From an optimization exercise on the open Yosys and OpenROAD flow, aimed at small area and a short achievable clock period; shortcuts taken in it are not production practice.
At most, simulation tests tie the RTL to the original design; equivalence was not proved.
For run 1, only the layout was checked, not whether the RTL still works.
No activity file was given, so power comes from the tool's default toggle rates.

==> design/flow/design.v <==
module cordic (
    input wire signed [31:0] angle,
    input wire clk, reset,
    output wire signed [31:0] x, y
);
reg [2:0] vcnt;
always @(posedge clk)
    if (reset) vcnt <= 3'd0;
    else if (vcnt != 3'd7) vcnt <= vcnt + 3'd1;
reg [15:0] lo1;
reg s1, h01, zr1;
always @(posedge clk) begin
    lo1 <= angle[15:0];
    s1  <= angle[31];
    h01 <= angle[16];
    zr1 <= (angle[30:17] == 14'd0);
end
wire in_r  = ~s1 & zr1 & ~h01;
wire h1    = ~s1 & zr1 & h01;
wire sneg  = (~s1 & ~zr1) | (s1 & zr1 & ~h01);
wire h1big = h1 & (lo1 > 16'd17526);
wire q0 = in_r & (lo1 <= 16'd16386);
wire q1 = in_r & (lo1 > 16'd16386) & (lo1 <= 16'd32768);
wire q2 = in_r & (lo1 > 16'd32768) & (lo1 <= 16'd49151);
wire force_ = ~in_r & ~(h1 & ~h1big);
wire neg = q1 | (in_r & ~q0 & ~q1 & ~q2);
wire [14:0] lop = neg ? ~lo1[14:0] : lo1[14:0];
wire [14:0] z1c = lop + 15'h6000 + {14'd0, q1};
reg [14:0] z1_2;
reg [1:0] q_2;
reg f_2;
always @(posedge clk) begin
    z1_2 <= force_ ? 15'd9335 : z1c;
    q_2  <= q0 ? 2'd0 : q1 ? 2'd1 : q2 ? 2'd2 : 2'd3;
    f_2  <= h1 | sneg;
end
wire d1 = z1_2[14];
wire [14:0] z2f = d1 ? z1_2 + 15'd4830 : z1_2 - 15'd4830;
wire [13:0] z2 = z2f[13:0];
wire d2 = z2[13];
wire [13:0] z3f = d2 ? z2 + 14'd2556 : z2 - 14'd2556;
reg [12:0] z3_3;
reg [1:0] d_3;
reg [1:0] q_3;
reg f_3;
always @(posedge clk) begin
    z3_3 <= z3f[12:0];
    d_3  <= {d2, d1};
    q_3  <= q_2;
    f_3  <= f_2;
end
wire d3 = z3_3[12];
wire [12:0] z4f = d3 ? z3_3 + 13'd1298 : z3_3 - 13'd1298;
wire signed [11:0] z4 = z4f[11:0];
wire d4 = z4[11];
wire d5 = d4 ? (z4 < -12'sd651) : (z4 < 12'sd651);
reg [7:0] code_4, code_5, code_6, code_7;
always @(posedge clk) begin
    code_4 <= {q_3, {d5, d4, d3, d_3} ^ {5{f_3}}, f_3};
    code_5 <= code_4;
    code_6 <= code_5;
    code_7 <= code_6;
end
wire [9:0] x6, y6;
cordic_tab tab (.d(code_7[5:0]), .xo(x6), .yo(y6));
wire nx = code_7[6] ^ code_7[7];
wire ny = code_7[7];
wire [9:0] tx = nx ? -x6 : x6;
wire [9:0] ty = ny ? -y6 : y6;
reg [9:0] xr, yr;
always @(posedge clk) begin
    if (reset || vcnt != 3'd7) begin
        xr <= 10'd0;
        yr <= 10'd0;
    end else begin
        xr <= tx;
        yr <= ty;
    end
end
assign x = {{22{xr[9]}}, xr};
assign y = {{22{yr[9]}}, yr};
endmodule
module cordic_tab(d, xo, yo);
  input [5:0] d;
  wire [5:0] d;
  output [9:0] xo;
  wire [9:0] xo;
  output [9:0] yo;
  wire [9:0] yo;
  wire _000_;
  wire _001_;
  wire _002_;
  wire _003_;
  wire _004_;
  wire _005_;
  wire _006_;
  wire _007_;
  wire _008_;
  wire _009_;
  wire _010_;
  wire _011_;
  wire _012_;
  wire _013_;
  wire _014_;
  wire _015_;
  wire _016_;
  wire _017_;
  wire _018_;
  wire _019_;
  wire _020_;
  wire _021_;
  wire _022_;
  wire _023_;
  wire _024_;
  wire _025_;
  wire _026_;
  wire _027_;
  wire _028_;
  wire _029_;
  wire _030_;
  wire _031_;
  wire _032_;
  wire _033_;
  wire _034_;
  wire _035_;
  wire _036_;
  wire _037_;
  wire _038_;
  wire _039_;
  wire _040_;
  wire _041_;
  wire _042_;
  wire _043_;
  wire _044_;
  wire _045_;
  wire _046_;
  wire _047_;
  wire _048_;
  wire _049_;
  wire _050_;
  wire _051_;
  wire _052_;
  wire _053_;
  wire _054_;
  wire _055_;
  wire _056_;
  wire _057_;
  wire _058_;
  wire _059_;
  wire _060_;
  wire _061_;
  wire _062_;
  wire _063_;
  wire _064_;
  wire _065_;
  wire _066_;
  wire _067_;
  wire _068_;
  wire _069_;
  wire _070_;
  wire _071_;
  wire _072_;
  wire _073_;
  wire _074_;
  wire _075_;
  wire _076_;
  wire _077_;
  wire _078_;
  wire _079_;
  wire _080_;
  wire _081_;
  wire _082_;
  wire _083_;
  wire _084_;
  wire _085_;
  wire _086_;
  wire _087_;
  wire _088_;
  wire _089_;
  wire _090_;
  wire _091_;
  wire _092_;
  wire _093_;
  wire _094_;
  wire _095_;
  wire _096_;
  wire _097_;
  wire _098_;
  wire _099_;
  wire _100_;
  wire _101_;
  wire _102_;
  wire _103_;
  wire _104_;
  wire _105_;
  wire _106_;
  wire _107_;
  wire _108_;
  wire _109_;
  wire _110_;
  wire _111_;
  wire _112_;
  wire _113_;
  wire _114_;
  wire _115_;
  wire _116_;
  wire _117_;
  wire _118_;
  wire _119_;
  wire _120_;
  wire _121_;
  wire _122_;
  wire _123_;
  wire _124_;
  wire _125_;
  wire _126_;
  wire _127_;
  wire _128_;
  wire _129_;
  wire _130_;
  wire _131_;
  wire _132_;
  wire _133_;
  wire _134_;
  wire _135_;
  wire _136_;
  wire _137_;
  wire _138_;
  wire _139_;
  wire _140_;
  wire _141_;
  wire _142_;
  wire _143_;
  wire _144_;
  wire _145_;
  wire _146_;
  wire _147_;
  wire _148_;
  wire _149_;
  wire _150_;
  wire _151_;
  wire _152_;
  wire _153_;
  wire _154_;
  wire _155_;
  wire _156_;
  wire _157_;
  wire _158_;
  wire _159_;
  wire _160_;
  wire _161_;
  wire _162_;
  wire _163_;
  wire _164_;
  wire _165_;
  wire _166_;
  wire _167_;
  wire _168_;
  wire _169_;
  wire _170_;
  wire _171_;
  wire _172_;
  wire _173_;
  wire _174_;
  wire _175_;
  wire _176_;
  wire _177_;
  wire _178_;
  wire _179_;
  wire _180_;
  wire _181_;
  wire _182_;
  wire _183_;
  wire _184_;
  wire _185_;
  wire _186_;
  wire _187_;
  wire _188_;
  wire _189_;
  wire _190_;
  wire _191_;
  wire _192_;
  wire _193_;
  wire _194_;
  wire _195_;
  wire _196_;
  wire _197_;
  wire _198_;
  wire _199_;
  wire _200_;
  wire _201_;
  wire _202_;
  wire _203_;
  wire _204_;
  wire _205_;
  wire _206_;
  wire _207_;
  wire _208_;
  wire _209_;
  wire _210_;
  wire _211_;
  wire _212_;
  wire _213_;
  wire _214_;
  wire _215_;
  wire _216_;
  wire _217_;
  wire _218_;
  wire _219_;
  wire _220_;
  wire _221_;
  wire _222_;
  wire _223_;
  wire _224_;
  wire _225_;
  wire _226_;
  wire _227_;
  wire _228_;
  wire _229_;
  wire _230_;
  wire _231_;
  wire _232_;
  wire _233_;
  wire _234_;
  wire _235_;
  wire _236_;
  wire _237_;
  wire _238_;
  wire _239_;
  wire _240_;
  wire _241_;
  wire _242_;
  wire _243_;
  wire _244_;
  wire _245_;
  wire _246_;
  wire _247_;
  wire _248_;
  wire _249_;
  wire _250_;
  wire _251_;
  wire _252_;
  wire _253_;
  wire _254_;
  wire _255_;
  wire _256_;
  wire _257_;
  wire _258_;
  wire _259_;
  wire _260_;
  wire _261_;
  wire _262_;
  wire _263_;
  wire _264_;
  wire _265_;
  wire _266_;
  wire _267_;
  wire _268_;
  wire _269_;
  wire _270_;
  wire _271_;
  wire _272_;
  wire _273_;
  wire _274_;
  wire _275_;
  wire _276_;
  wire _277_;
  wire _278_;
  wire _279_;
  wire _280_;
  wire _281_;
  wire _282_;
  wire _283_;
  wire _284_;
  wire _285_;
  wire _286_;
  wire _287_;
  assign _247_ = d[2] & _179_;
  assign _248_ = _246_ & ~(_247_);
  assign _249_ = _248_ | ~(d[3]);
  assign _250_ = d[5] | _249_;
  assign _251_ = ~(d[2] & d[0]);
  assign _252_ = ~(d[2] & _158_);
  assign _253_ = _169_ & _252_;
  assign _254_ = d[3] | _253_;
  assign _255_ = d[2] | ~(d[0]);
  assign _256_ = d[3] & d[5];
  assign _257_ = ~(d[2] & d[3]);
  assign _258_ = d[0] | ~(d[3]);
  assign _259_ = ~(_255_ & _256_);
  assign _260_ = _234_ | _259_;
  assign _261_ = _254_ & _260_;
  assign _262_ = ~(_250_ & _261_);
  assign _263_ = d[4] | _262_;
  assign _264_ = _253_ | ~(d[3]);
  assign _265_ = d[4] & _264_;
  assign _266_ = _224_ ? _239_ : _228_;
  assign _267_ = ~(_265_ & _266_);
  assign yo[6] = _263_ & _267_;
  assign _268_ = d[3] | ~(_251_);
  assign _269_ = ~(d[2] ^ d[0]);
  assign _270_ = ~(d[3] | _269_);
  assign _271_ = ~(_231_ | _234_);
  assign _272_ = ~(_270_ & _271_);
  assign _273_ = d[0] & d[3];
  assign _274_ = ~(d[0] & d[3]);
  assign _275_ = ~(d[4] | _273_);
  assign _276_ = _275_ & ~(_236_);
  assign _277_ = ~(_272_ & _276_);
  assign _278_ = d[1] & ~(d[2]);
  assign _279_ = d[1] | ~(d[2]);
  assign _280_ = d[3] & _279_;
  assign _281_ = d[1] | ~(d[3]);
  assign _282_ = d[3] & ~(_278_);
  assign _283_ = ~(_279_ & _282_);
  assign _284_ = d[4] & ~(_199_);
  assign _285_ = ~(_283_ & _284_);
  assign _286_ = _277_ & _285_;
  assign _287_ = d[5] | _286_;
  assign _000_ = d[0] | ~(d[2]);
  assign _001_ = ~(d[2] & _169_);
  assign _002_ = _252_ | ~(_169_);
  assign _003_ = ~(_236_ & _002_);
  assign _004_ = d[1] & ~(d[3]);
  assign _005_ = d[3] | ~(d[1]);
  assign _006_ = _232_ & _235_;
  assign _007_ = d[4] & d[5];
  assign _008_ = ~(d[4] | d[5]);
  assign _009_ = _007_ | _008_;
  assign _010_ = d[5] & ~(d[4]);
  assign _011_ = _010_ & ~(_006_);
  assign _012_ = ~(_003_ & _011_);
  assign _013_ = _230_ & _268_;
  assign _014_ = ~(_238_ & _013_);
  assign _015_ = ~(_007_ & _014_);
  assign _016_ = _287_ & _015_;
  assign yo[5] = ~(_012_ & _016_);
  assign _017_ = d[1] | _251_;
  assign _018_ = d[1] ? _245_ : _251_;
  assign _019_ = ~(d[3] & _018_);
  assign _020_ = d[4] & _272_;
  assign _021_ = ~(_019_ & _020_);
  assign _022_ = _269_ | ~(_158_);
  assign _023_ = ~(_158_ & _270_);
  assign _024_ = ~(_276_ & _023_);
  assign _025_ = _021_ & _024_;
  assign _026_ = d[0] ? _279_ : d[2];
  assign _027_ = d[3] & _245_;
  assign _028_ = ~(_282_ & _026_);
  assign _029_ = d[4] & _028_;
  assign _030_ = ~(_013_ & _029_);
  assign _031_ = d[3] | _018_;
  assign _032_ = ~(_158_ & _282_);
  assign _033_ = _031_ & _032_;
  assign _034_ = d[4] | _033_;
  assign _035_ = ~(_030_ & _034_);
  assign yo[4] = d[5] ? _035_ : _025_;
  assign _036_ = ~(_199_ & _009_);
  assign _037_ = ~(_247_ & _008_);
  assign _038_ = _036_ & _037_;
  assign _039_ = d[0] | _279_;
  assign _040_ = ~(_239_ & _039_);
  assign _041_ = ~(_007_ & _040_);
  assign _042_ = ~(_010_ & _027_);
  assign _043_ = d[0] & ~(d[3]);
  assign _044_ = _043_ | ~(_209_);
  assign _045_ = _232_ | _044_;
  assign _046_ = _042_ & _045_;
  assign _047_ = _041_ & _046_;
  assign yo[3] = ~(_038_ & _047_);
  assign _048_ = _003_ | ~(_255_);
  assign _049_ = d[3] | _279_;
  assign _050_ = _007_ & _049_;
  assign _051_ = ~(_048_ & _050_);
  assign _052_ = _229_ | _027_;
  assign _053_ = _209_ & _017_;
  assign _054_ = ~(_052_ & _053_);
  assign _055_ = ~(_270_ | _280_);
  assign _056_ = ~(_010_ & _055_);
  assign _057_ = ~(_235_ & _043_);
  assign _058_ = ~(d[3] & _278_);
  assign _059_ = ~(_057_ & _058_);
  assign _060_ = ~(_008_ & _059_);
  assign _061_ = _056_ & _060_;
  assign _062_ = _054_ & _061_;
  assign yo[2] = ~(_051_ & _062_);
  assign _063_ = d[3] | ~(_255_);
  assign _064_ = _281_ | ~(_245_);
  assign _065_ = d[4] & _064_;
  assign _066_ = ~(_063_ & _065_);
  assign _067_ = d[4] | ~(_251_);
  assign _068_ = _006_ | _067_;
  assign _069_ = d[5] & _066_;
  assign _070_ = ~(_068_ & _069_);
  assign _071_ = _232_ | ~(_283_);
  assign _072_ = _209_ & _251_;
  assign _073_ = ~(_251_ & _282_);
  assign _074_ = ~(_071_ & _072_);
  assign _075_ = d[3] | _245_;
  assign _076_ = _005_ & _075_;
  assign _077_ = ~(_273_ & _278_);
  assign _078_ = _008_ & _077_;
  assign _079_ = ~(_076_ & _078_);
  assign _080_ = _074_ & _079_;
  assign yo[1] = ~(_070_ & _080_);
  assign _081_ = _063_ | ~(_039_);
  assign _082_ = d[0] | _235_;
  assign _083_ = d[0] ? _231_ : _234_;
  assign _084_ = ~(d[3] & _083_);
  assign _085_ = d[4] & _084_;
  assign _086_ = ~(_081_ & _085_);
  assign _087_ = _083_ & ~(d[3]);
  assign _088_ = ~(d[4] | _087_);
  assign _089_ = ~(d[3] & _269_);
  assign _090_ = ~(d[3] & _234_);
  assign _091_ = _089_ & _090_;
  assign _092_ = ~(_088_ & _091_);
  assign yo[0] = ~(_086_ & _092_);
  assign _093_ = _007_ | ~(_227_);
  assign _094_ = _158_ | _093_;
  assign _095_ = _257_ | _008_;
  assign _096_ = _169_ | _095_;
  assign xo[9] = ~(_094_ & _096_);
  assign _097_ = _093_ & _095_;
  assign xo[8] = ~(_179_ & _097_);
  assign _098_ = ~(_000_ & _004_);
  assign _099_ = ~(d[5] & _231_);
  assign _100_ = ~(_259_ & _089_);
  assign _101_ = ~(_099_ & _100_);
  assign _102_ = _098_ & _101_;
  assign _103_ = d[4] | _102_;
  assign _104_ = _268_ | _278_;
  assign _105_ = d[5] | _104_;
  assign _106_ = ~(_280_ & _082_);
  assign _107_ = _105_ & _106_;
  assign _108_ = d[4] & ~(_270_);
  assign _109_ = _209_ | _108_;
  assign _110_ = ~(_107_ & _109_);
  assign xo[7] = _103_ & _110_;
  assign _111_ = ~(_058_ & _089_);
  assign _112_ = ~(d[5] & _111_);
  assign _113_ = _088_ & _112_;
  assign _114_ = _085_ | _113_;
  assign _115_ = _209_ & ~(d[3]);
  assign _116_ = ~(_022_ & _115_);
  assign _117_ = _008_ & ~(_231_);
  assign _118_ = ~(_236_ & _117_);
  assign _119_ = ~(_006_ & _007_);
  assign _120_ = _116_ & _118_;
  assign _121_ = _119_ & _120_;
  assign xo[6] = ~(_114_ & _121_);
  assign _122_ = ~(d[2] & _281_);
  assign _123_ = _199_ | _122_;
  assign _124_ = ~(_246_ & _123_);
  assign _125_ = ~(_010_ & _124_);
  assign _126_ = _158_ & _001_;
  assign _127_ = ~(d[3] & _126_);
  assign _128_ = d[0] | ~(_232_);
  assign _129_ = _007_ & _128_;
  assign _130_ = ~(_127_ & _129_);
  assign _131_ = _125_ & _130_;
  assign _132_ = ~(_235_ & _002_);
  assign _133_ = d[3] ? _248_ : _132_;
  assign _134_ = ~(_209_ & _133_);
  assign _135_ = _258_ & _090_;
  assign _136_ = d[3] | ~(_126_);
  assign _137_ = ~(_135_ & _136_);
  assign _138_ = ~(_008_ & _137_);
  assign _139_ = _134_ & _138_;
  assign xo[5] = ~(_131_ & _139_);
  assign _140_ = _065_ & _076_;
  assign _141_ = ~(_251_ & _140_);
  assign _142_ = ~(_232_ & _000_);
  assign _143_ = _135_ & _142_;
  assign _144_ = d[4] | _143_;
  assign _145_ = d[4] & _004_;
  assign _146_ = ~(d[5] | _145_);
  assign _147_ = _144_ & _146_;
  assign _148_ = ~(_141_ & _147_);
  assign _149_ = _251_ & ~(_076_);
  assign _150_ = d[1] & ~(_089_);
  assign _151_ = d[4] | _150_;
  assign _152_ = _149_ | _151_;
  assign _153_ = d[4] & _090_;
  assign _154_ = ~(_128_ & _153_);
  assign _155_ = d[5] & _154_;
  assign _156_ = ~(_152_ & _155_);
  assign xo[4] = ~(_148_ & _156_);
  assign _157_ = _283_ | ~(_245_);
  assign _159_ = ~(_104_ & _157_);
  assign _160_ = ~(_009_ & _159_);
  assign _161_ = d[0] & ~(_232_);
  assign _162_ = ~(_209_ & _075_);
  assign _163_ = _231_ | ~(_043_);
  assign _164_ = _161_ | _162_;
  assign _165_ = _234_ | _258_;
  assign _166_ = d[0] ? _257_ : _236_;
  assign _167_ = ~(_010_ & _166_);
  assign _168_ = _164_ & _167_;
  assign xo[3] = _160_ & _168_;
  assign _170_ = ~(_199_ & _000_);
  assign _171_ = ~(_257_ & _170_);
  assign _172_ = ~(_209_ & _171_);
  assign _173_ = d[3] | ~(_082_);
  assign _174_ = _173_ | ~(_002_);
  assign _175_ = _008_ & _058_;
  assign _176_ = ~(_174_ & _175_);
  assign _177_ = _239_ & _010_;
  assign _178_ = _090_ & _177_;
  assign _180_ = ~(_237_ & _178_);
  assign _181_ = d[2] ? _179_ : d[0];
  assign _182_ = _282_ | ~(_007_);
  assign _183_ = _182_ | ~(_181_);
  assign _184_ = _176_ & _180_;
  assign _185_ = _172_ & _183_;
  assign xo[2] = ~(_184_ & _185_);
  assign _186_ = ~(_232_ & _255_);
  assign _187_ = _007_ | _186_;
  assign _188_ = _008_ | _073_;
  assign _190_ = _281_ | ~(_008_);
  assign _191_ = ~(_229_ & _007_);
  assign _192_ = _190_ & _191_;
  assign _193_ = _188_ & _192_;
  assign yo[8] = ~(_187_ & _193_);
  assign _194_ = d[3] | ~(_248_);
  assign _195_ = ~(_165_ & _194_);
  assign _196_ = ~(_010_ & _195_);
  assign _197_ = d[4] & _163_;
  assign _198_ = ~(_249_ & _197_);
  assign _200_ = d[4] | ~(_258_);
  assign _201_ = _200_ | ~(_136_);
  assign _202_ = ~(_198_ & _201_);
  assign _203_ = d[5] | _202_;
  assign _204_ = _258_ | _278_;
  assign _205_ = _007_ & ~(_043_);
  assign _206_ = ~(_204_ & _205_);
  assign _207_ = _196_ & _206_;
  assign xo[1] = ~(_203_ & _207_);
  assign _208_ = ~(d[2] & _145_);
  assign _210_ = ~(_189_ & _282_);
  assign _211_ = ~(_108_ & _210_);
  assign _212_ = ~(_236_ & _269_);
  assign _213_ = ~(_229_ & _255_);
  assign _214_ = _098_ & _213_;
  assign _215_ = _212_ & _214_;
  assign _216_ = d[4] | _215_;
  assign _217_ = ~(_211_ & _216_);
  assign xo[0] = _208_ & _217_;
  assign _218_ = d[4] | _235_;
  assign _220_ = ~(_043_ & _218_);
  assign _221_ = d[5] ? _220_ : _057_;
  assign _222_ = ~(_158_ & _027_);
  assign _223_ = _008_ ? _274_ : _222_;
  assign yo[9] = ~(_221_ & _223_);
  assign _158_ = d[1] | d[0];
  assign _169_ = ~(d[1] & d[0]);
  assign _179_ = ~(d[1] ^ d[0]);
  assign _189_ = ~_179_;
  assign _199_ = ~(d[3] | _179_);
  assign _209_ = d[4] & ~(d[5]);
  assign _219_ = ~(_199_ & _209_);
  assign _224_ = ~(d[5] & _189_);
  assign _225_ = ~(d[2] & _224_);
  assign _226_ = ~(d[3] & _225_);
  assign _227_ = ~(d[2] | d[3]);
  assign _228_ = d[2] | d[3];
  assign _229_ = ~(d[1] | d[3]);
  assign _230_ = d[1] | d[3];
  assign _231_ = d[2] & d[1];
  assign _232_ = ~(d[3] | _231_);
  assign _233_ = _179_ & _232_;
  assign _234_ = ~(d[2] | d[1]);
  assign _235_ = d[2] | d[1];
  assign _236_ = d[3] & _235_;
  assign _237_ = ~(d[3] & _179_);
  assign _238_ = ~(_179_ & _236_);
  assign _239_ = d[3] | ~(d[2]);
  assign _240_ = ~(d[4] | _233_);
  assign _241_ = ~(_226_ & _240_);
  assign _242_ = ~(_238_ & _239_);
  assign _243_ = ~(d[4] & _242_);
  assign _244_ = _219_ & _243_;
  assign yo[7] = _241_ & _244_;
  assign _245_ = d[2] | d[0];
  assign _246_ = d[2] | _179_;
endmodule
==> design/flow/run.sh <==
#!/bin/bash
# synth_recipe.tcl (not shown) runs the flow's synth.tcl, then flattens the netlist and writes it again
# the make line also repeats each setting of config.mk as NAME=value (left out here)
make -C /OpenROAD-flow-scripts/flow DESIGN_CONFIG=/design/flow/config.mk WORK_HOME=/design/flow/orfs CLKGATE_MAP_FILE= SYNTH_SCRIPT=/design/flow/synth_recipe.tcl finish
==> design/flow/config.mk <==
export PLATFORM = sky130hd
export DESIGN_NAME = cordic
export DESIGN_NICKNAME = cordic
export VERILOG_FILES = /design/flow/design.v
export SDC_FILE = /design/flow/constraint.sdc
export NUM_CORES = 4
export LEC_CHECK = 0
export CAP_MARGIN = 20
export CORE_MARGIN = 2
export CORE_UTILIZATION = 40
export SLEW_MARGIN = 20
==> design/flow/constraint.sdc <==
create_clock -name core_clock -period 5.0 [get_ports {clk}]
set_input_delay 1.0000 -clock core_clock [delete_from_list [all_inputs] [get_ports {clk}]]
set_output_delay 1.0000 -clock core_clock [all_outputs]
set_load 0.01 [all_outputs]
==> run notes, run 1 <==
The count of distinct cell types in the synthesized netlist came out at 71. The register area came out at 2200 sq um. The total setup violations reported at the end of the flow is 0.

The clock passes through at most 2 buffers. The tool flagged a number of max-cap violations equal to 0. The count of vias placed by the detailed router is 5533. Clock tree synthesis inserted a total of 9 buffers.

The number of enable flip-flop cells after synthesis came out at 0. Along the worst path, the maximum fanout reaches 11. The layout cell share with drive strength beyond 1 came out at between 5 and 6%.

The internal power summed over all cells is 0.00137 W. The launch instance of the worst register-to-register path is z1_2[14]. Summing the sequential cell areas from Yosys gives 32.9% of the chip area. The leading cell type by number of instances after synthesis is sky130_fd_sc_hd__dfxtp_1. The final worst-path cycle share is between 80% and 90%. In the global route stage, met3 resource usage came out at 3.54%. The number of antenna violations at the first check in global routing was 0. The met2 demand-to-capacity share in global routing came out at 31.2%. For the worst flop-to-flop path, the logic depth is 16.

In this run, the number of DRC markers left after iteration 0 of detailed routing was 348. The number of gates resized after CTS was 0. The number of clock sinks seen by CTS is 110. The floorplan step defined a die boundary enclosing approximately 18000 sq um. The kind of start point of the critical path is a flop. The count of yosys warnings during synthesis is 1.

The worst hold path terminates at code_6[6]. The count of antenna-violating nets left after detailed routing is 0. The via count of the first global-routing pass came to 5242. The congestion estimate from routability-driven global placement came to ~0.94. The signed area change from the synthesized netlist to the final layout is 16.3%. Per report_power, the sequential group accounts for 49.7% of the total. The total overflow reported by the global router came out at 0. The all-layer global routing usage came out at 17.7%.

The slew at the pin closest to its max-slew limit came out at between 900 and 1000 ps. The static leakage is 3.07 nW. The later pin in the worst-skew pair is clocked with a latency of 350 ps. The layout has roughly 1.6k filler cells. The arrival time at the worst endpoint came out at 4540 ps. The number of ports placed on the die boundary is 98. The total power per unit cell area came out at about 240 nW/um^2.

The area fraction of the dominant cell type after synthesis came out at between 30% and 40%. The share of total power dissipated in combinational logic is roughly an eighth. Sorting the synthesized cells by how often they occur yields sky130_fd_sc_hd__dfxtp_1, sky130_fd_sc_hd__nor2_1, sky130_fd_sc_hd__ha_1. The number of storage elements in the synthesis netlist came out at 110. The global routing stage identified its most utilized layer as met2. The flow ran to the end and the layout has no timing, DRC or antenna violations. Summed over all instances, the cell type with the most area after synthesis is sky130_fd_sc_hd__dfxtp_1. The share of flip-flops with an asynchronous set or reset came out at 0%.

Setup repair after global routing left no endpoint under its margin. By area the synthesized netlist is led by sky130_fd_sc_hd__dfxtp_1, sky130_fd_sc_hd__ha_1, sky130_fd_sc_hd__buf_4, sky130_fd_sc_hd__xnor2_1, sky130_fd_sc_hd__xor2_1. The multi-input combinational cells in the finished layout cover a total of 3900 sq um.

In the synthesized netlist the dominant register cell turns out to be sky130_fd_sc_hd__dfxtp_1. The clock group share of total power is about 37%. After detailed routing, the total wire length is 15600 um. The cell area that synthesis handed to floorplanning was approximately 6700 sq um. The post-CTS clock slew at the launch and capture registers of the worst setup and hold paths is 80 ps. The worst hold path begins at code_5[6]. The critical path starts at z1_2[14]. The hold violation count in the final report came to 0.

The post-synthesis cell count is ~770. The count of nets after finishing is 891. In this run the critical register-to-register path is captured at z3_3[12].

The initial standard-cell utilization of the core came out at about two fifths. Across the VDD grid, the largest voltage drop is 0.000219 V. The CTS tree is built. The worst hold path was traced through 0 stages. The final critical-path required period is 4300 ps. The maximum clock skew at final layout is 10.2 ps. The minimum setup slack among reg-to-reg paths came out at 700 ps.

The total of hold buffers inserted after clock tree synthesis is 0. The number of port buffers is 97. The critical path endpoint category is a flop. Measured along the x axis, the die boundary spans 133 um. The setup fix buffers added after clock tree synthesis came out at 0. The critical path required time came out at 5240 ps. The mean routed wirelength per cell came out at between 15 and 20 um.

The worst-case headroom to the max-slew limit came out at 35.6%. In the routed layout, each cell is associated on average with a via count of between 5 and 6. The global-route wire length before repair is about 26000 um.

The worst slack on hold paths came out at around 320 ps. The post-detailed-route DRC marker count came out at 0. By startpoint and endpoint, the worst setup path is classified as reg2reg. The first TritonRoute pass finished after 5 iterations. The region available for standard cell placement spans 16500 sq um. Synthesis produced a netlist with a net count of ~860.

The synthesized area divided by synthesized cell count is 8.75 sq um. The cell sitting at the root of the clock tree is a sky130_fd_sc_hd__clkbuf_16. The depth of the CTS H-tree came out at 3.

0 antenna diodes ended up in the layout. The final-report max-slew violation count is 0. The number of placement rows came out at 47. The tightest min-delay check is of the reg2reg type. Entering global routing, the biggest net connects 57 pins. In this run switching power makes up 26.4% of total power. The net switching power figure is 0.000490 W. The detailed placer's ending HPWL is between 10000 and 15000 um. The chip height came out at 133 um. The highest achievable clock rate is around 230 MHz. Adding up every negative setup slack in the final design gives 0 ps. For met1 alone, demand over resource in global routing was 21.5%.
## flip-flops by register name (all words and copies together), names as in the netlist, 8 cells and up
signal,flops
code_7,8
yr,10
code_4,8
z1_2,15
z3_3,13
code_6,8
xr,10
lo1,16
code_5,8
## cell usage in the layout (no fill, tap or decap), types with 4 or more instances in the layout
master                              n
sky130_fd_sc_hd__a211oi_1           8
sky130_fd_sc_hd__a21o_1             6
sky130_fd_sc_hd__a21oi_1           49
sky130_fd_sc_hd__a221oi_1           5
sky130_fd_sc_hd__a31oi_1            5
sky130_fd_sc_hd__and2_1             5
sky130_fd_sc_hd__and3_1             5
sky130_fd_sc_hd__buf_4              5
sky130_fd_sc_hd__clkbuf_16          9
sky130_fd_sc_hd__clkdlybuf4s50_1   97
sky130_fd_sc_hd__dfxtp_1          110
sky130_fd_sc_hd__fa_1               5
sky130_fd_sc_hd__ha_1              50
sky130_fd_sc_hd__inv_1             32
sky130_fd_sc_hd__mux2i_1           12
sky130_fd_sc_hd__nand2_1           41
sky130_fd_sc_hd__nand2b_1          19
sky130_fd_sc_hd__nand3_1           15
sky130_fd_sc_hd__nor2_1            63
sky130_fd_sc_hd__nor2b_1            6
sky130_fd_sc_hd__nor3_1            19
sky130_fd_sc_hd__nor3b_1            6
sky130_fd_sc_hd__nor4_1            13
sky130_fd_sc_hd__o2111ai_1          4
sky130_fd_sc_hd__o211ai_1          10
sky130_fd_sc_hd__o21a_1             6
sky130_fd_sc_hd__o21ai_0           38
sky130_fd_sc_hd__o21ai_1            4
sky130_fd_sc_hd__o21bai_1           5
sky130_fd_sc_hd__o22ai_1            6
sky130_fd_sc_hd__o311ai_0           5
sky130_fd_sc_hd__or3_1              9
sky130_fd_sc_hd__xnor2_1           37
sky130_fd_sc_hd__xor2_1            31
## layout make-up
type                       count  share of cell area [%]
sequential                   110                    28.3
inverter                      33                    1.59
timing repair buffer         102                    12.9
clock buffer                  11                    3.11
multi-input combinational    546                    50.0
tap                          220                    3.53
clock inverter                 5                   0.546
## power groups by stage
| stage | clock (W) | combinational (W) | sequential (W) |
|---|---|---|---|
| floorplan | 0 | 0.000176 | 0.000931 |
| global placement | 0 | 0.000241 | 0.000942 |
| detailed placement | 0 | 0.000244 | 0.000943 |
| CTS | 0.000711 | 0.000245 | 0.000922 |
| global route | 0.000743 | 0.000273 | 0.000926 |
| finish | 0.000686 | 0.000247 | 0.000922 |
## layer usage
| metal | vias to the layer above | part of all wire, % |
|---|---|---|
| li1 | 2736 | - |
| met1 | 2616 | 43 |
| met2 | 159 | 51 |
| met3 | 22 | 4.6 |
| met4 | 0 | 2.0 |
| met5 | - | 0 |
## metrics by stage
stage / area (sq um) / utilization [%] / cells / worst slack (ps) / power, W
global route: 7790 / 47.3 / 1027 / 301 / 0.00194
finish: 7790 / 47.3 / 1027 / 699 / 0.00186
global placement: 7510 / 45.6 / 1011 / 893 / 0.00118
CTS: 7790 / 47.3 / 1027 / 705 / 0.00188
detailed placement: 7510 / 45.6 / 1011 / 733 / 0.00119
floorplan: 6700 / - / 766 / 958 / 0.00111
## worst max path at each step
| stage | to | slack, ps | cells after the start |
|---|---|---|---|
| final | z3_3[12] | 700 | 16 |
| after global routing | z3_3[12] | 300 | 17 |
| after CTS | z3_3[12] | 710 | 16 |
| after detailed placement | z3_3[12] | 730 | 16 |
| after global placement | z3_3[12] | 890 | 16 |
| after floorplan | z3_3[12] | 960 | 16 |
## kinds of logic after synthesis
group / share of synthesized area, %
muxes: 2.86
DFF: 32.9
xor gates and xnor gates: 9.23
adders and majority gates: 10.8
AOI/OAI and AO/OA: 18.2
and+or+nand+nor: 17.0
buffers and inverters: 8.95
## worst max-delay path, stage by stage, from the launching register on
cell and delay (ps):
sky130_fd_sc_hd__dfxtp_1 570, sky130_fd_sc_hd__ha_1 350, sky130_fd_sc_hd__a21o_1 190, sky130_fd_sc_hd__a21oi_1 220, sky130_fd_sc_hd__o21ai_0 180, sky130_fd_sc_hd__o21ai_0 250
sky130_fd_sc_hd__a21oi_1 110, sky130_fd_sc_hd__xnor2_1 500, sky130_fd_sc_hd__ha_1 370, sky130_fd_sc_hd__a21oi_1 210, sky130_fd_sc_hd__o21ai_0 140, sky130_fd_sc_hd__a21oi_1 230
sky130_fd_sc_hd__a21oi_1 130, sky130_fd_sc_hd__a21o_1 190, sky130_fd_sc_hd__a21oi_1 160, sky130_fd_sc_hd__xnor3_1 250, sky130_fd_sc_hd__xor2_1 140
==> inputs of run 2 (changes only) <==
--- a/design/flow/design.v
+++ b/design/flow/design.v
@@ -7,56 +7,66 @@
 always @(posedge clk)
     if (reset) vcnt <= 3'd0;
     else if (vcnt != 3'd7) vcnt <= vcnt + 3'd1;
-reg [15:0] lo1;
-reg s1, h01, zr1;
+wire [15:0] lo = angle[15:0];
+wire s   = angle[31];
+wire h0  = angle[16];
+wire zr  = (angle[30:17] == 14'd0);
+wire in_r = ~s & zr & ~h0;
+wire h1   = ~s & zr & h0;
+wire sneg = (~s & ~zr) | (s & zr & ~h0);
+wire spos = s & ~(zr & ~h0);
+wire a_q0 = (lo <= 16'd16386);
+wire a_q1 = ~a_q0 & (lo <= 16'd32768);
+wire a_q2 = (lo > 16'd32768) & (lo <= 16'd49151);
+wire a_q3 = lo[15] & lo[14];
+wire a_q1s = ~a_q0 & ~lo[15];    
+wire neg = in_r & (a_q1s | a_q3);
+reg [14:0] lop_1;
+reg [1:0] q_1;
+reg f_1, sat_1, cin_1;
 always @(posedge clk) begin
-    lo1 <= angle[15:0];
-    s1  <= angle[31];
-    h01 <= angle[16];
-    zr1 <= (angle[30:17] == 14'd0);
+    lop_1 <= lo[14:0] ^ {15{neg}};
+    q_1   <= ~in_r ? 2'd3 : a_q0 ? 2'd0 : a_q1 ? 2'd1 : a_q2 ? 2'd2 : 2'd3;
+    f_1   <= h1 | sneg;
+    cin_1 <= in_r & a_q1s;
+    sat_1 <= sneg | spos | (h1 & (lo > 16'd17526));
 end
-wire in_r  = ~s1 & zr1 & ~h01;
-wire h1    = ~s1 & zr1 & h01;
-wire sneg  = (~s1 & ~zr1) | (s1 & zr1 & ~h01);
-wire h1big = h1 & (lo1 > 16'd17526);
-wire q0 = in_r & (lo1 <= 16'd16386);
-wire q1 = in_r & (lo1 > 16'd16386) & (lo1 <= 16'd32768);
-wire q2 = in_r & (lo1 > 16'd32768) & (lo1 <= 16'd49151);
-wire force_ = ~in_r & ~(h1 & ~h1big);
-wire neg = q1 | (in_r & ~q0 & ~q1 & ~q2);
-wire [14:0] lop = neg ? ~lo1[14:0] : lo1[14:0];
-wire [14:0] z1c = lop + 15'h6000 + {14'd0, q1};
-reg [14:0] z1_2;
-reg [1:0] q_2;
-reg f_2;
+wire cin = cin_1;
+function lt;
+    input [14:0] a;
+    input c;
+    input [15:0] t;
+    reg [15:0] sum;
+    begin
+        sum = {1'b0, a} + {1'b0, c} + (16'h8000 - t);
+        lt = ~sum[15];
+    end
+endfunction
+wire d1  = lt(lop_1, cin, 16'd8192);
+wire d2a = lt(lop_1, cin, 16'd3362);
+wire d2b = lt(lop_1, cin, 16'd13022);
+wire d2  = d1 ? d2a : d2b;
+wire [12:0] k3 = d1 ? (d2 ? 13'd7386 : 13'd2274) : (d2 ? 13'd5918 : 13'd806);    
+wire [12:0] z3 = lop_1[12:0] + {12'd0, cin} + k3;
+reg [12:0] z3_2;
+reg [1:0] d_2, q_2;
+reg f_2, sat_2;
 always @(posedge clk) begin
-    z1_2 <= force_ ? 15'd9335 : z1c;
-    q_2  <= q0 ? 2'd0 : q1 ? 2'd1 : q2 ? 2'd2 : 2'd3;
-    f_2  <= h1 | sneg;
+    z3_2  <= z3;
+    d_2   <= {d2, d1};
+    q_2   <= q_1;
+    f_2   <= f_1;
+    sat_2 <= sat_1;
 end
-wire d1 = z1_2[14];
-wire [14:0] z2f = d1 ? z1_2 + 15'd4830 : z1_2 - 15'd4830;
-wire [13:0] z2 = z2f[13:0];
-wire d2 = z2[13];
-wire [13:0] z3f = d2 ? z2 + 14'd2556 : z2 - 14'd2556;
-reg [12:0] z3_3;
-reg [1:0] d_3;
-reg [1:0] q_3;
-reg f_3;
+wire signed [12:0] z3s = z3_2;
+wire d3 = z3s[12];
+wire d4 = d3 ? (z3s < -13'sd1298) : (z3s < 13'sd1298);
+wire d5 = d3 ? (d4 ? (z3s < -13'sd1949) : (z3s < -13'sd647))
+             : (d4 ? (z3s < 13'sd647)   : (z3s < 13'sd1949));
+reg [7:0] code_3, code_4, code_5, code_6, code_7;
 always @(posedge clk) begin
-    z3_3 <= z3f[12:0];
-    d_3  <= {d2, d1};
-    q_3  <= q_2;
-    f_3  <= f_2;
-end
-wire d3 = z3_3[12];
-wire [12:0] z4f = d3 ? z3_3 + 13'd1298 : z3_3 - 13'd1298;
-wire signed [11:0] z4 = z4f[11:0];
-wire d4 = z4[11];
-wire d5 = d4 ? (z4 < -12'sd651) : (z4 < 12'sd651);
-reg [7:0] code_4, code_5, code_6, code_7;
-always @(posedge clk) begin
-    code_4 <= {q_3, {d5, d4, d3, d_3} ^ {5{f_3}}, f_3};
+    code_3 <= {q_2, ({d5, d4, d3, d_2} & {5{~sat_2}}) ^ {5{f_2}}, f_2};
+    code_4 <= code_3;
     code_5 <= code_4;
     code_6 <= code_5;
     code_7 <= code_6;
--- a/design/flow/config.mk
+++ b/design/flow/config.mk
@@ -8,4 +8,5 @@
 export CAP_MARGIN = 20
 export CORE_MARGIN = 2
 export CORE_UTILIZATION = 40
+export SETUP_SLACK_MARGIN = 2.5
 export SLEW_MARGIN = 20
==> run 2 against run 1 <==
Against the previous run:
- register-to-register slack improved by 530 ps
- via count rose by 5.0%
- largest cell class unchanged
- die area fell by 9.5%
- synthesized area fell by 9.8%
- count of clock-buffer cells in the layout fell by 1
- still clean
- clock skew fell by 3.1 ps
- fmax rose by 14%
- design area rose by 14%
==> run notes, run 2 <==
The number of port buffers is 97. In this run the standard cell core region covers 14600 sq um. Setup violations remaining at the end of the flow were counted as 0.

The top cell types in the final layout, fill and taps aside, are sky130_fd_sc_hd__clkdlybuf4s50_1, sky130_fd_sc_hd__buf_4, sky130_fd_sc_hd__dfxtp_1. The worst hold path depth came out at 0. The flow ran to the end and the layout has no timing, DRC or antenna violations. The final worst-path cycle share is about 75%.

The kind of start point of the critical path is a flop. The detailed placer's ending HPWL came out at 10800 um. 98 I/O pins were placed. The static leakage is 3.52 nW.

The largest individual stage delay along the critical path comes from the cell sky130_fd_sc_hd__or3_4. The dominant synthesized flop cell is sky130_fd_sc_hd__dfxtp_1. Clock latency on the worst-skew pair, taken at its later pin, is roughly 350 ps.

The synthesized cell area came out at 6040 sq um. The post-detailed-route DRC marker count came out at 0. The post-synthesis cell count is 714. The count of nets after finishing came out at between 900 and 1k. The die width is between 100 and 150 um. The total CTS buffers is 9. The routed wire length is about 18000 um. Row generation in the floorplan step produced 44 rows. The chip height is 127 um. The largest registers in the layout are lop_1: 15 flops, z3_2: 13 flops. The depth of the CTS H-tree is 3. The largest net degree at the start of global routing came out at 40. Dividing the detail-routed via count by the number of cells gives about 5.6. For this run, asynchronously set or reset flops after synthesis account for 0%. The global-route wire length before repair is between 20000 and 30000 um. TritonCTS built the clock tree. The count of yosys warnings during synthesis came out at 1.

STA classifies the critical path endpoint as a flop. The count of max-cap constraint violations came out at 0. For this block, the via count after detailed routing is 5808. The layout cell share with drive strength beyond 1 came out at 31.1%. The floorplan die area came out at 16100 sq um. The initial detailed-routing violation count is 422. The worst pin sits at a relative slew slack of 34.3%.

The portion of the post-synthesis area used by sequential elements came out at between 30% and 40%. Yosys instantiated no cell more often than sky130_fd_sc_hd__dfxtp_1. The final critical-path required period is roughly 3800 ps. The arrival time at the worst endpoint is 4010 ps. The first detailed-routing pass took 6 iterations.

The number of cells on the worst reg-to-reg path is 18. The critical path goes through ha_4 -> buf_6 -> or3_4 -> a21oi_2 -> a221o_1 -> a311oi_2 -> a211oi_2 -> nor2_1 -> a21oi_2 -> buf_4 -> ha_4 -> o21a_1 -> o21ai_2 -> a2111oi_4 -> o21a_1 -> o21a_1 -> o41a_1 -> xnor2_2. The slew at the pin closest to its max-slew limit came out at 979 ps.

Hold repair after CTS inserted 0 buffers. After clock tree synthesis, the clock-pin slew on the worst setup and hold paths is roughly 70 ps. The class of the most critical hold timing path is reg2reg.

By instance count, the cell type seen most on the critical path is sky130_fd_sc_hd__o21a_1. Setup repair after global routing could not meet its margin everywhere. The final-report max-slew violation count came out at 0. lop_1 holds more flip-flops than any other register. The synthesized net count came out at approximately 780. The critical path required time came out at 5230 ps. Ranked by total cell area, the synthesized netlist is headed by sky130_fd_sc_hd__dfxtp_1, sky130_fd_sc_hd__ha_1, sky130_fd_sc_hd__buf_4, sky130_fd_sc_hd__nor2_1, sky130_fd_sc_hd__xnor2_1. The maximum clock path buffer count came out at 2. By count the netlist is led by sky130_fd_sc_hd__dfxtp_1, sky130_fd_sc_hd__nor2_1, sky130_fd_sc_hd__buf_4. The synthesized area divided by synthesized cell count came out at between 8 and 9 sq um. The hold violation count in the final report came out at 0. The biggest area contributor in the post-synthesis netlist is sky130_fd_sc_hd__dfxtp_1. The worst stage delay on the critical path is approximately 360 ps. In the final timing run, aggregate negative setup slack is 0 ps.

The number of antenna cells inserted is 0. In this run, synthesis inferred 0 flip-flops with an integrated enable. The number of storage elements in the synthesis netlist came out at 102. The maximum clock skew at final layout is 7.15 ps. The cell chosen for the clock root is sky130_fd_sc_hd__clkbuf_16.

The commonest non-fill, non-tap cell in the layout is sky130_fd_sc_hd__clkdlybuf4s50_1. The maximum ir drop on the vdd rail came out at 0.000160 V. In this run the biggest area consumer among cell types represents between 30% and 40% of the synthesized area.

The maximum fanout along the worst path is 6. The number of antenna violations at the first check in global routing is 0. The count of antenna-violating nets left after detailed routing came out at 0. The all-layer global routing usage is 20.9%. The critical path start-end classification is reg2reg. The congestion estimate from routability-driven global placement came to 0.923. After detailed placement, the total cell area comes to 6990 sq um. The count of distinct cell types in the synthesized netlist is 73.

The number of clock sinks seen by CTS came out at 102. The final cell area excluding filler cells is between 8000 and 9000 sq um. After detailed routing, the average wire length per cell comes to 17.1 um. The total overflow left after global routing is 0. The flip-flop count of the largest register, all copies and words added is 15. The total power per unit cell area is 248 nW/um^2. For this run, the top clock speed supported by timing is approximately 260 MHz. The area growth from synthesis to layout is 47.3%. The via count of the first global-routing pass came out at 5504. The initial standard-cell utilization of the core came out at just over 40%.
-- run 2: cell type report --
cell class,instances,area (sq um)
Multi-Input combinational cell,495,4190
Timing Repair Buffer,202,1910
Inverter,33,150
Clock buffer,10,250
Clock inverter,6,67.6
Tap cell,184,230
Fill cell,1191,5740
Sequential cell,102,2100
-- run 2: layer usage --
metal	GRT usage, %	wire, um
met1	26.8	7360
met3	4.64	1320
met2	34.0	8320
met5	0	0
met4	8.66	596
-- run 2: path summary, 6_finish.rpt --
path,from,endpoint,slack (ps)
setup / recovery,lop_1[0],z3_2[12],1230
hold / removal,code_6[2],code_7[2],320
setup reg to reg,lop_1[0],z3_2[12],1230
hold reg to reg,code_6[2],code_7[2],320
-- run 2: cells by family after synthesis --
kind of cell	synth area share [%]
flip-flops	33.8
multiplexers	1.70
buffers and inverters	10.5
AO/OA/AOI/OAI	20.1
AND/OR/NAND/NOR	18.9
adder cells (fa/ha/maj)	7.50
XOR/XNOR	7.54
-- run 2: where the power goes --
| part | switching [W] | internal, W | leakage, nW | total [W] |
|---|---|---|---|---|
| clock | 0.000336 | 0.000385 | 0.157 | 0.000721 |
| combinational | 0.000289 | 0.000287 | 2.51 | 0.000576 |
| sequential | 0.0000563 | 0.000854 | 0.853 | 0.000910 |
-- run 2: repair_timing --
action / CTS / global route
setup buffers: 75 / 26
pin swaps: 50 / 35
gates cloned: 1 / 1
resized for setup: 101 / 63
endpoints found under the setup margin: 91 / 39
-- run 2: critical path, delay by kind of cell (launching register included) --
family                   cells  cell delay (ps)
AO/OA/AOI/OAI               11             2020
AND/OR/NAND/NOR              2              450
adder cells (fa/ha/maj)      2              380
flip-flops                   1              350
buffers and inverters        2              300
XOR/XNOR                     1              150
-- run 2: stage by stage --
stage               cells  total power [W]  utilization (%)  setup slack (ps)  hold slack (ps)
floorplan             714          0.00122                -              1560              309
CTS                  1005          0.00216             57.3              1300              322
global placement      913          0.00132             47.7               918              310
finish               1032          0.00221             60.8              1230              319
global route         1032          0.00230             60.8              1070              320
detailed placement    913          0.00133             47.7               787              312
==> inputs of run 3 (changes only) <==
--- a/design/flow/config.mk
+++ b/design/flow/config.mk
@@ -8,5 +8,4 @@
 export CAP_MARGIN = 20
 export CORE_MARGIN = 2
 export CORE_UTILIZATION = 40
-export SETUP_SLACK_MARGIN = 2.5
 export SLEW_MARGIN = 20
==> run 3 against run 2 <==
Against the previous run:
- still clean on timing, DRC and antenna
- fmax decreased by 14%
- count of clock-buffer cells in the layout unchanged
- sequential cell count unchanged
- non-clock buffer count shrank 96
- register-to-register slack worse by 640 ps
- final cell count shrank 9.4%
- first-iteration DRC count shrank 12%
- global-route usage shrank 2.4 points
- die area is the same
- critical path depth down 1
- synthesized area unchanged
- critical path type unchanged
- largest cell class unchanged
- largest power group unchanged
==> run notes, run 3 <==
The cell chosen for the clock root is sky130_fd_sc_hd__clkbuf_16. After clock tree synthesis, the clock-pin slew on the worst setup and hold paths is 60 ps. Measured in cells, the most critical reg-to-reg path has a length of 17. The startpoint identified for the worst register-to-register timing path is lop_1[1].

The maximum clock skew at final layout came out at between 4 and 5 ps. The met1 global-route usage came out at between 20 and 30%. The setup fix buffers added after clock tree synthesis is 0. The maximum fanout along the worst path came out at 10.

The number of clock sinks seen by CTS came out at 102. The post-synthesis cell count is 714. The initial detailed-routing violation count came out at approximately 370. The synthesized area divided by synthesized cell count is approximately 8.5 sq um. For this design the static power due to leakage is ~2.8 nW. The count of distinct cell types in the synthesized netlist came out at 73.

The hold violation count in the final report is 0. The run finished with no timing, DRC or antenna violations. The placeable core region came out at 14600 sq um. Counting flops and latches in the post-synthesis netlist gives 102.

The final critical-path required period came out at roughly 4400 ps. The all-layer global routing usage is 18.4%. In this run, placement finished with an instance count of 920. The number of antenna cells inserted is 0. The chip height came out at 127 um. The maximum ir drop on the vdd rail came out at 0.000195 V. The CTS tree is built.

The worst-case headroom to the max-slew limit came out at about 39%. The via count of the first global-routing pass is 4891. The highest achievable clock rate is between 200 and 250 MHz. The minimum setup slack among reg-to-reg paths is 590 ps. Setup repair after global routing left no endpoint under its margin. The met3 demand-to-capacity share in global routing is 4.26%.

The die covers 16100 sq um. The dominant synthesized flop cell is sky130_fd_sc_hd__dfxtp_1. The layout cell share with drive strength beyond 1 came out at 4.39%.

The die width is ~130 um. The global routing stage identified its most utilized layer as met2. In the finished design, the share of the clock period the worst path needs comes to 88.2%. The final-report max-slew violation count came to 0. The routed wire length came out at 14800 um.

The total CTS buffers is 9. The number of antenna violations at the first check in global routing is 0. The total setup violations reported at the end of the flow is 0. Post-CTS repair changed the size of 0 cells. The wire-length estimate of the detail-placed layout is about 11000 um. In this run the count of I/O pins placed on the die edge is 98. The path with the worst hold slack has its endpoint at code_7[7]. At the worst endpoint, the arrival time is 4640 ps. In the post-synthesis netlist, the cell with the most instances is sky130_fd_sc_hd__dfxtp_1. The met2 demand-to-capacity share in global routing is 28.8%.

The largest registers in the layout are lop_1: 15 flops, z3_2: 13 flops. For the worst setup path, the data required time is 5230 ps. The synthesized net count came out at 783.

The number of non-filler instances in the completed layout came out at 935. The total of hold buffers inserted after clock tree synthesis came out at 0. Sorting the synthesized cells by area gives the leading types as sky130_fd_sc_hd__dfxtp_1, sky130_fd_sc_hd__ha_1, sky130_fd_sc_hd__buf_4, sky130_fd_sc_hd__nor2_1, sky130_fd_sc_hd__xnor2_1. Using the TritonRoute via totals, the vias-per-cell ratio works out to approximately 5.5. The count of antenna-violating nets left after detailed routing came out at 0. In this run the number of H-tree levels came out at 3. lop_1 holds more flip-flops than any other register.

The count of max-cap constraint violations came out at 0. Leaving out fill and tap cells, the most frequent cells in the layout are sky130_fd_sc_hd__dfxtp_1, sky130_fd_sc_hd__clkdlybuf4s50_1, sky130_fd_sc_hd__nor2_1. The total power per unit cell area is 284 nW/um^2.

The number of iterations in the first detailed-routing pass came out at 5. The commonest non-fill, non-tap cell in the layout is sky130_fd_sc_hd__dfxtp_1. The path class of the tightest hold or removal check is reg2reg. Relative to the synthesized area, the layout overhead comes to 17.7%. The worst hold path begins at code_6[7].

The count of nets after finishing came out at 816. The commonest cells after synthesis are sky130_fd_sc_hd__dfxtp_1, sky130_fd_sc_hd__nor2_1, sky130_fd_sc_hd__buf_4. In this run the critical register-to-register path is captured at z3_2[12]. The synthesized design devotes to its leading area cell type between 30% and 40% of total area. The post-detailed-route DRC marker count is 0. In the final routed layout, each cell accounts on average for ~16 um. The slew at the pin closest to its max-slew limit came out at 914 ps. The critical path endpoint category is a flop. The number of placement rows is between 40 and 50.

The share of flip-flops with an asynchronous set or reset came out at 0%. Entering global routing, the biggest net connects 39 pins. The total overflow reported by the global router is 0.

The register with the most flip-flops in the layout has 15 of them. The count of vias placed by the detailed router is 5162. The worst hold path was traced through 0 stages. Of all cell types, the one taking the most synthesized area is sky130_fd_sc_hd__dfxtp_1. After routing, the total negative slack on setup checks comes to 0 ps. The maximum clock path buffer count is 2.

The synthesized cell area came out at 6040 sq um. The number of port buffers is 97. The portion of the post-synthesis area used by sequential elements is 33.8%. The placer congestion estimate came out at 0.939. The global-route wire length before repair is roughly 24000 um. The initial standard-cell utilization of the core is 41.3%. The worst setup path is launched from a flop. The clock latency at the later pin of the worst-skew pair is 350 ps. The number of enable flip-flop cells after synthesis is 0. The critical path start-end classification is reg2reg. The count of yosys warnings during synthesis is 1.
-- run 3: cell counts after synthesis --
No cell type changed its count.
-- run 3: stage by stage --
| step | setup WS, ps | cell area (sq um) | total power, W | util [%] | hold WS (ps) |
|---|---|---|---|---|---|
| final | 591 | 7110 | 0.00202 | 48.6 | 326 |
| after global routing | 187 | 7110 | 0.00213 | 48.6 | 331 |
| after CTS | 625 | 7110 | 0.00204 | 48.6 | 327 |
| after detailed placement | 652 | 6800 | 0.00130 | 46.4 | 312 |
| after global placement | 803 | 6800 | 0.00129 | 46.4 | 310 |
| after floorplan | 1260 | 6040 | 0.00119 | - | 310 |
-- run 3: kinds of logic (layout without fill, tap and decap cells) --
logic type | count (synthesis) | in the layout | share of synthesized area [%]
adders and majority gates | 35 | 35 | 7.50
DFF | 102 | 102 | 33.8
buffers and inverters | 117 | 154 | 10.5
AOI/OAI and AO/OA | 178 | 178 | 20.1
muxes | 9 | 9 | 1.70
xor gates and xnor gates | 52 | 52 | 7.54
and+or+nand+nor | 221 | 221 | 18.9
-- run 3: worst max-delay path: stages (launching register included) --
cell	delay [ps]
sky130_fd_sc_hd__dfxtp_1	540
sky130_fd_sc_hd__inv_1	140
sky130_fd_sc_hd__ha_1	350
sky130_fd_sc_hd__nand4b_1	180
sky130_fd_sc_hd__a21oi_1	150
sky130_fd_sc_hd__a221o_1	150
sky130_fd_sc_hd__a311oi_1	100
sky130_fd_sc_hd__a211oi_1	380
sky130_fd_sc_hd__nor2_1	90
sky130_fd_sc_hd__a21oi_1	400
sky130_fd_sc_hd__ha_1	370
sky130_fd_sc_hd__o21a_1	140
sky130_fd_sc_hd__o21ai_0	220
sky130_fd_sc_hd__a2111oi_0	190
sky130_fd_sc_hd__o21a_1	230
sky130_fd_sc_hd__o21a_1	190
sky130_fd_sc_hd__o41a_1	320
sky130_fd_sc_hd__xnor2_1	130
-- run 3: where the power goes --
group	switching [W]	internal, W
Combinational	0.000204	0.000170
Sequential	0.0000561	0.000858
Clock	0.000295	0.000437
-- run 3: cell type report --
type                    count  area [sq um]
well taps                 184           230
inverters                  33           124
flip-flops and latches    102          2040
fillers                  1426          7530
multi-input cells         495          3370
repair buffers            106          1040
clock inverters             5          82.6
clock buffers              10           229
-- run 3: worst max-delay path by stage --
stage	from	to	slack (ps)	cells after the start
2_1_floorplan	lop_1[0]	z3_2[12]	1260	18
3_3_place_gp	lop_1[0]	z3_2[12]	800	17
3_5_place_dp	lop_1[0]	z3_2[12]	650	17
4_1_cts	lop_1[1]	z3_2[12]	630	17
5_1_grt	lop_1[1]	z3_2[11]	190	17
6_report	lop_1[1]	z3_2[12]	590	17
-- run 3: metal layers --
layer,part of all wire [%],vias to the layer above
met1,48,2375
met5,0,-
met3,5.8,21
met4,1.6,0
li1,-,2580
met2,44,186
==> inputs of run 4 (changes only) <==
==> design/flow/flow/run.sh (new file) <==
#!/bin/bash
# Standard ORFS layout, except that the port buffers are plain buffers
# (buf_2) instead of the delay cells buffer_ports picks by default.
set -euo pipefail
export BUFFER_PORTS_ARGS="-buffer_cell sky130_fd_sc_hd__buf_2"
bash standard.sh finish > flow_standard.log 2>&1
==> design/flow/standard.sh (new file) <==
#!/bin/bash
# synth_recipe.tcl (not shown) runs the flow's synth.tcl, then flattens the netlist and writes it again
# the make line also repeats each setting of config.mk as NAME=value (left out here)
make -C /OpenROAD-flow-scripts/flow DESIGN_CONFIG=/design/flow/config.mk WORK_HOME=/design/flow/orfs CLKGATE_MAP_FILE= SYNTH_SCRIPT=/design/flow/synth_recipe.tcl "${@:-finish}"
removed: design/flow/run.sh
==> run 4 against run 3 <==
Against the previous run:
- clock power fell by 6.8%
- clock skew is 1.7 ps higher
- sequential power about the same
- register-to-register slack got worse by 110 ps
- worst setup slack got worse by 110 ps
- count of clock-buffer cells in the layout is the same
- worst hold slack worse by 2.4 ps
- highest routed layer unchanged
==> run notes, run 4 <==
The flow ran to the end and the layout has no timing, DRC or antenna violations. Broken down by cell family, the worst path's largest delay share belongs to compound AO/OA/AOI/OAI gates. The signed area change from the synthesized netlist to the final layout came out at 9.28%. The final worst-path cycle share came out at 90.3%. The initial detailed-routing violation count is ~410. The instance area at placement came out at 6310 sq um. Setup repair after global routing left no endpoint under its margin.

Measured against its own limit, the worst slew margin works out to between 40% and 50%. Ranked by instance count, the synthesized netlist is headed by sky130_fd_sc_hd__dfxtp_1, sky130_fd_sc_hd__nor2_1, sky130_fd_sc_hd__buf_4. 98 I/O pins were placed.

The setup TNS came out at 0 ps. In the final layout, flip-flops and latches occupy roughly 2000 sq um. The multi-input gate area in the final layout is 3370 sq um. CTS saw 102 sinks. The slowest stage of the critical path is the sky130_fd_sc_hd__a21oi_1 cell. The number of placement rows is 44.

Among all cell types in the netlist, the one instantiated most often is sky130_fd_sc_hd__dfxtp_1. Sequential cells burn 46.8% of the power. The clock passes through at most 2 buffers. The synthesized net count is 783.

The via count of the first global-routing pass is 4593. The maximum fanout along the worst path is 14. The commonest non-fill, non-tap cell in the layout is sky130_fd_sc_hd__dfxtp_1. The placeable core region is 14600 sq um. The largest net degree at the start of global routing came out at 26.

Across the routed clock network, the largest skew measured is 5.72 ps. The mean routed wirelength per cell came out at 15.2 um. The cell taking the most area after synthesis is sky130_fd_sc_hd__dfxtp_1. Across the VDD grid, the largest voltage drop is 0.000196 V.

The critical path required time is ~5300 ps. The average instance in the mapped netlist occupies 8.46 sq um. Detailed routing inserted a total of roughly 5.2k vias. The detailed placer's ending HPWL came out at 10400 um. The final-report max-slew violation count came to 0. The critical path is of the reg2reg type.

The number of port buffers came out at just under 100. The number of antenna cells inserted came out at 0. The highest achievable clock rate came out at 221 MHz. Max-cap violations in this run came to 0. The final critical-path required period came out at 4520 ps. The initial standard-cell utilization of the core is between 40% and 50%. Before CTS, the worst setup slack after placement is 327 ps. The flip-flop count of the largest register, all copies and words added came out at 15. The total power per unit cell area is 296 nW/um^2. The all-layer global routing usage is 17.4%. The count of nets after finishing is 815. The area fraction of the dominant cell type after synthesis is 33.8%.

Including well taps, the total number of placed cells is 919. After synthesis, the share of flip-flops with an asynchronous set or reset is 0%. In this run the worst hold path is classified as reg2reg. The post-detailed-route DRC marker count came out at 0. The internal portion of the total power is 0.00137 W. The count of filler cells inserted in the layout came out at 1433. The chip height is 127 um.

The count of yosys warnings during synthesis is 1. The first global-routing pass estimated ~23000 um of wire. The register with the most flip-flops is lop_1. Among all flip-flop cells after synthesis, the most frequent one is sky130_fd_sc_hd__dfxtp_1.

In this run the horizontal extent of the chip is approximately 130 um. The worst setup path is launched from a flop. The critical path endpoint category is a flop.

Clock tree synthesis selected as its root buffer the cell sky130_fd_sc_hd__clkbuf_16. Per report_power, the combinational group accounts for roughly 18% of the total. The final setup slack of the worst path came out at 483 ps. The layout cell share with drive strength beyond 1 is 17.6%. The number of enable flip-flop cells after synthesis is 0.

The depth of the CTS H-tree came out at 3. The overall power consumption is between 0.0015 and 0.002 W. The clock group share of total power is between 30% and 40%. The final cell area excluding filler cells came out at 6600 sq um. The largest registers in the layout are lop_1: 15 flops, z3_2: 13 flops. The number of iterations in the first detailed-routing pass came out at 4. The number of antenna violations at the first check in global routing came out at 0.

The post-CTS clock slew at the launch and capture registers of the worst setup and hold paths is 70 ps. At the worst endpoint, the arrival time is 4790 ps. The static leakage is between 2 and 3 nW.

In this design, the critical path's most frequently occurring cell is sky130_fd_sc_hd__a21oi_1. The portion of the post-synthesis area used by sequential elements is 33.8%. The total setup violations reported at the end of the flow is 0. The floorplan die area came out at between 15000 and 20000 sq um.

The count of antenna-violating nets left after detailed routing came out at 0. The net switching power figure came out at 0.000579 W. The slew at the pin closest to its max-slew limit came out at 831 ps.

The hold violation count in the final report came out at 0. The clock latency at the later pin of the worst-skew pair is 350 ps. The switching power share of the total came out at 29.7%.

After synthesis, the cell types taking the most area are sky130_fd_sc_hd__dfxtp_1, sky130_fd_sc_hd__ha_1, sky130_fd_sc_hd__buf_4, sky130_fd_sc_hd__nor2_1, sky130_fd_sc_hd__xnor2_1. Buffers inserted to repair hold after CTS numbered 0. The via-per-instance ratio came out at 5.55.

The total CTS buffers is 9. The largest single stage delay on the critical path is 380 ps. The count of distinct cell types in the synthesized netlist came out at 73. The signal on the critical path passes through ha_2 -> inv_1 -> ha_1 -> nand4b_1 -> a21oi_1 -> a221o_1 -> a311oi_1 -> a211oi_1 -> nor2_1 -> a21oi_1 -> ha_1 -> and4_1 -> a221oi_1 -> o21ai_0 -> a211oi_1 -> o21bai_1 -> a21oi_1 -> xnor2_1.

The total overflow reported by the global router came out at 0. The synthesized cell area is 6040 sq um. After technology mapping, the gate count stands at just over 700. The routed wire length came out at 14200 um. The placer congestion estimate came out at 0.982. The top cell types in the final layout, fill and taps aside, are sky130_fd_sc_hd__dfxtp_1, sky130_fd_sc_hd__buf_2, sky130_fd_sc_hd__nor2_1. The critical path buffer and inverter count came out at 1. The number of non-filler instances in the completed layout came out at 935. The number of storage elements in the synthesis netlist is approximately 100. TritonCTS built the clock tree.
==> run 4: cell count changes in the layout (fill, tap and decap cells not counted) <==
cell | previous run | this run
sky130_fd_sc_hd__ha_1 | 33 | 32
sky130_fd_sc_hd__clkbuf_1 | 1 | 0
sky130_fd_sc_hd__ha_2 | 0 | 1
sky130_fd_sc_hd__clkdlybuf4s50_1 | 97 | 0
sky130_fd_sc_hd__inv_8 | 0 | 2
sky130_fd_sc_hd__clkinvlp_4 | 0 | 1
sky130_fd_sc_hd__buf_4 | 9 | 8
sky130_fd_sc_hd__buf_2 | 0 | 97
sky130_fd_sc_hd__bufinv_16 | 2 | 0
sky130_fd_sc_hd__clkbuf_8 | 0 | 1
==> run 4: power groups by stage <==
stage | Combinational, W | Sequential (W) | Clock [W]
floorplan | 0.000275 | 0.000911 | 0
global placement | 0.000346 | 0.000929 | 0
detailed placement | 0.000352 | 0.000931 | 0
CTS | 0.000354 | 0.000912 | 0.000701
global route | 0.000397 | 0.000921 | 0.000727
finish | 0.000357 | 0.000913 | 0.000682
==> run 4: cell type report <==
class / count / share of cell area [%]
Clock inverter: 6 / 0.796
Tap cell: 184 / 3.49
Clock buffer: 10 / 3.62
Multi-Input combinational cell: 495 / 51.0
Sequential cell: 102 / 30.9
Inverter: 33 / 1.88
Timing Repair Buffer: 105 / 8.26
==> run 4: routing by layer <==
layer	vias up	global-route usage, %	wire (um)
li1	2569	-	-
met5	-	0	0
met4	0	4.91	160
met2	201	26.6	6300
met3	11	4.39	989
met1	2411	24.5	6780
==> run 4: path summary, 6_finish.rpt <==
path | cells past startpoint | from | endpoint | slack (ps)
setup / recovery | 18 | lop_1[0] | z3_2[11] | 480
hold / removal | 0 | code_3[3] | code_4[3] | 320
setup reg to reg | 18 | lop_1[0] | z3_2[11] | 480
hold reg to reg | 0 | code_3[3] | code_4[3] | 320
==> run 4: repair_timing <==
action | CTS | global route
gates resized for setup | 0 | 1
endpoints found under the hold margin | 0 | 0
setup endpoints to repair | 0 | 2
setup buffers | 0 | 0
==> run 4: logic make-up after synthesis <==
kind of cell               after synthesis  synth area share (%)
and+or+nand+nor                        221                  18.9
AOI/OAI and AO/OA                      178                  20.1
buffers and inverters                  117                  10.5
DFF                                    102                  33.8
xor gates and xnor gates                52                  7.54
adders and majority gates               35                  7.50
muxes                                    9                  1.70
==> run 4: worst register-to-register path, cell delays in order, from the launching register on <==
cell                       delay (ps)
sky130_fd_sc_hd__dfxtp_1          350
sky130_fd_sc_hd__ha_2             360
sky130_fd_sc_hd__inv_1            170
sky130_fd_sc_hd__ha_1             340
sky130_fd_sc_hd__nand4b_1         180
sky130_fd_sc_hd__a21oi_1          160
sky130_fd_sc_hd__a221o_1          150
sky130_fd_sc_hd__a311oi_1         100
sky130_fd_sc_hd__a211oi_1         360
sky130_fd_sc_hd__nor2_1            90
sky130_fd_sc_hd__a21oi_1          380
sky130_fd_sc_hd__ha_1             370
sky130_fd_sc_hd__and4_1           230
sky130_fd_sc_hd__a221oi_1         270
sky130_fd_sc_hd__o21ai_0          240
sky130_fd_sc_hd__a211oi_1         280
sky130_fd_sc_hd__o21bai_1         100
sky130_fd_sc_hd__a21oi_1          180
sky130_fd_sc_hd__xnor2_1          140
==> run 4: through the flow <==
stage	hold slack (ps)	util [%]
2_1_floorplan	310	-
3_3_place_gp	310	43.1
3_5_place_dp	312	43.1
4_1_cts	321	45.1
5_1_grt	333	45.1
6_report	323	45.1

-- port drivers added, routing unchanged --
The results above use ideal ports. As a check the final layouts listed here were re-extracted and re-timed, cells and wires unchanged.
Step 1, drivers: a clkbuf_16 drives clk and a buf_2 each remaining input, both assumed.
Step 2 times the ports against the registers' clock, not the clock port: input delays grow and output delays shrink by t, the midpoint of the rising clock arrivals with the driver on.
a / b / c = ideal / step 1 / step 2; a / b = the first two.
| run | t (ns) | setup WS [ns] | worst setup path after step 2 |
|---|---|---|---|
| run 1 | 0.389 | 0.699 / 0.699 / 0.699 | register to register |
| run 2 | 0.389 | 1.226 / 1.226 / 1.226 | register to register |
| run 3 | 0.388 | 0.591 / 0.591 / 0.591 | register to register |
| run 4 | 0.390 | 0.483 / 0.483 / 0.483 | register to register |
After both steps setup and hold are still met in every run listed.
